This is an optimization exercise on Yosys and OpenROAD, whose aim is small area and a short achievable clock period, not a production implementation.
In this exercise RTL edits were held to simulation tests only and were not proved equivalent to the original.

===== flow/design.v =====
module PE (
    input              clk,
    input              CIM_en,
    input              STDW,  
    input              STDR,  
    input        [5:0] STD_A,  
    input        [3:0] weight_in,  
    input      [255:0] act_in,  
    output reg   [3:0] weight_out,  
    output reg  [13:0] PSUM  
);
reg  [255:0] weight;  
integer i;
always @(posedge clk) begin
    for (i = 0; i < 64; i = i+1) begin
        if (STDW && STD_A == i) begin  
            weight[4*i+3 -: 4] <= weight_in;
        end
    end
end
always@(*) begin
    weight_out = 4'b0;
    PSUM = 14'b0;
    if (STDW) begin  
    end
    else if (STDR) begin  
        weight_out = weight[4*STD_A+3 -: 4];
    end
    else begin  
        if (CIM_en) begin
            for (i = 0; i < 64; i = i+1) begin
                PSUM = PSUM + weight[4*i+3 -: 4] * act_in[4*i+3 -: 4];  
            end
        end
    end
end
endmodule

===== flow/config.mk =====
export PLATFORM = sky130hd
export DESIGN_NAME = PE
export DESIGN_NICKNAME = PE
export VERILOG_FILES = /design/flow/design.v
export SDC_FILE = /design/flow/constraint.sdc
export NUM_CORES = 4
export LEC_CHECK = 0
export CAP_MARGIN = 20
export CORE_MARGIN = 2
export CORE_UTILIZATION = 40
export SLEW_MARGIN = 20

===== flow/run.sh =====
#!/bin/bash
# synth_recipe.tcl (not shown) runs the flow's synth.tcl, then flattens the netlist and writes it again
# the make line also repeats each setting of config.mk as NAME=value (left out here)
make -C /OpenROAD-flow-scripts/flow DESIGN_CONFIG=/design/flow/config.mk WORK_HOME=/design/flow/orfs CLKGATE_MAP_FILE= SYNTH_SCRIPT=/design/flow/synth_recipe.tcl finish

===== flow/constraint.sdc =====
create_clock -name core_clock -period 20.0 [get_ports {clk}]
set_input_delay 4.0000 -clock core_clock [delete_from_list [all_inputs] [get_ports {clk}]]
set_output_delay 4.0000 -clock core_clock [all_outputs]
set_load 0.01 [all_outputs]

==> results.toml <==
[finish]
layout_commonest_cell = "inv_1"
top_register = "weight"
mostFrequentLayoutCells = "inv_1, fa_1, and2_1"
drive_above_1_share_pct = 2.503
postLayoutCoreUtil_pct = 45.09
largest_reg_flops = 256
nets = 6441
largestRegisters = "weight (256)"
area_growth_pct = 12.22

[sta]
max_slew_margin_pct = 23.14
max_freq_mhz = 54.14
setup_violations = 0
rsz0062_at_grt = "no"
min_period_ns = 18.47
fin_setup_tns_ns = 0
hold_viol_final = 0
fin_crit_sh_pct = 92.35
maxSlewViolCount = 0
tightest_slew_ns = 1.153

[worst_setup_path]
critical_path.startpoint_type = "input pin"
critical-path-max-stage-delay_ns = 0.65
worstPathArrival_ns = 14.47
path_delay_family = "adder cells"
crit_start = "act_in[36]"
critical_path_class = "in2out"
worstPathRequired_ns = 16.00
crit_slowest_cell = "clkdlybuf4s50_1"
crit_path_end_kind = "primary output"
critPathMostFrequentCell = "fa_1"
critical_path_buf_inv_count = 10
crit_path_max_fanout = 4

[route]
wl_um = 145400
drc = 0
ant_nets = 0
dr.pass1.iters = 6
vias_per_cell = 4.904
wire_per_inst_um = 23.40
drt_iter0_drc = 1845
vias = 30480

[synth]
ys.flop_type = "edfxtp_1"
synthArstFlopShare_pct = 0
syn_area_um2 = 47320
avgSynthCellArea_um2 = 10.87
synth_edf_count = 256
ys_seq_area_share_pct = 16.25
syn_inst = 4352
synth.distinct_cells = 38
syn-num-nets = 6142
ys_ff_latch = 256
yosys_warnings = 1

[cts]
cts_resized = 0
cts_inserted_buffers = 34
htreeDepth = 2
cts_root_buf = "clkbuf_16"
clkTransAtPathRegs_ns = 0.05
cts.path.max_buffers = 3
clock-sinks = 256
hold_buffers = 0
cts_setup_buffers = 0
cts_tree = "yes"

[global_routing]
grt_pass1_vias = 34150
grt-ovfl-total = 0
grt_max_degree = 52
grt_pass1_wl_um = 219100
antenna_found_initial = 34
track_usage_pct = 24.96

[hold_path]
hold_path_depth = 1
hold_end = "weight[179]"
min-delay-start = "weight_in[3]"
hp-class = "in2reg"

[floorplanning]
die_area_um2 = 121100
die_h_um = 347.9
die_x_um = 347.9
io_pins = 288
start_util_pct = 40.18
core_um2 = 117800
num_rows = 126

[job]
cap_viol_max_count = 0

[run_status]
status = "timing/DRC/antenna clean"

[placed_design]
post-dp-hpwl_um = 127100
routabilityCongestion = 0.9474
io_buffers = 287
[through the flow]
step	instances	worst slack [ns]	instance area (um^2)	hold slack [ns]
floorplan	4352	3.355	47320	4.099
finish	6215	1.530	53100	4.062
CTS	6210	1.546	53090	4.057
global placement	6151	1.593	51950	4.659
global route	6212	1.226	53090	4.090
detailed placement	6151	1.592	51950	4.657
[final cells by class]
| type | instances | area [um^2] |
|---|---|---|
| fillers | 11130 | 64670 |
| clock buffers | 39 | 933.4 |
| inverters | 1196 | 4489 |
| multi-input cells | 2867 | 34940 |
| repair buffers | 296 | 2915 |
| clock inverters | 20 | 198.9 |
| flip-flops and latches | 256 | 7687 |
| diodes | 5 | 12.51 |
| well taps | 1536 | 1922 |
[per-layer routing]
layer / vias up / wire length (um) / global-route usage, %
met3: 212 / 11740 / 6.631
met1: 15700 / 60280 / 32.89
met2: 928 / 68150 / 40.28
li1: 13590 / - / -
met5: - / 316 / 0
met4: 52 / 4914 / 7.660
[how the worst max path moves through the flow]
stage	slack [ns]	end	depth (start not counted)
2_1_floorplan	3.36	PSUM[11]	31
3_3_place_gp	1.59	PSUM[11]	32
3_5_place_dp	1.59	PSUM[11]	30
4_1_cts	1.55	PSUM[11]	31
5_1_grt	1.23	PSUM[11]	31
6_report	1.53	PSUM[11]	31
[cells in the mapped netlist (7+ instances only)]
master	number	area, um^2
inv_1	1196	4489
fa_1	1002	20060
and2_1	742	4642
ha_1	518	6481
nand2_1	317	1190
edfxtp_1	256	7687
nor2_1	79	296.5
mux4_2	48	1081
mux2i_1	34	340.3
a22oi_1	32	240.2
a21oi_1	19	95.09
nand3_1	15	75.07
clkbuf_1	13	48.80
buf_6	8	90.09
a21o_1	7	52.55
nor2b_1	7	43.79
[kinds of logic (layout without fill, tap and decap cells)]
family,count (synthesis),in the layout,share of synthesized area [%]
adder cells (fa/ha/maj),1520,1520,56.09
buffers and inverters,1229,1551,9.921
AND/OR/NAND/NOR,1187,1187,13.61
flip-flops,256,256,16.25
multiplexers,82,82,3.004
AO/OA/AOI/OAI,72,72,1.021
XOR/XNOR,6,6,0.1111
other,0,5,0

==> port drivers added, routing unchanged <==
The results above use ideal ports. As a check the final layout listed here was re-extracted and re-timed, cells and wires unchanged. Step 1, drivers: a clkbuf_16 drives clk and a buf_2 each remaining input, both assumed. Step 2 moves the port delays by t, midway between the first and last clock arrival at a register: inputs arrive t later, outputs are due t later. That takes back most of the time a late clock gives input paths. a / b / c = no drivers / after step 1 / after step 2; a / b = the first two.
t (ns): 0.631
slack for setup (ns): 1.530 / 1.477 / 1.477
pins driven straight from the clock port: 1
After both steps this run still meets setup and hold. The setup slack of this run moves by -0.053 ns with the drivers and by -0.053 ns with both steps.
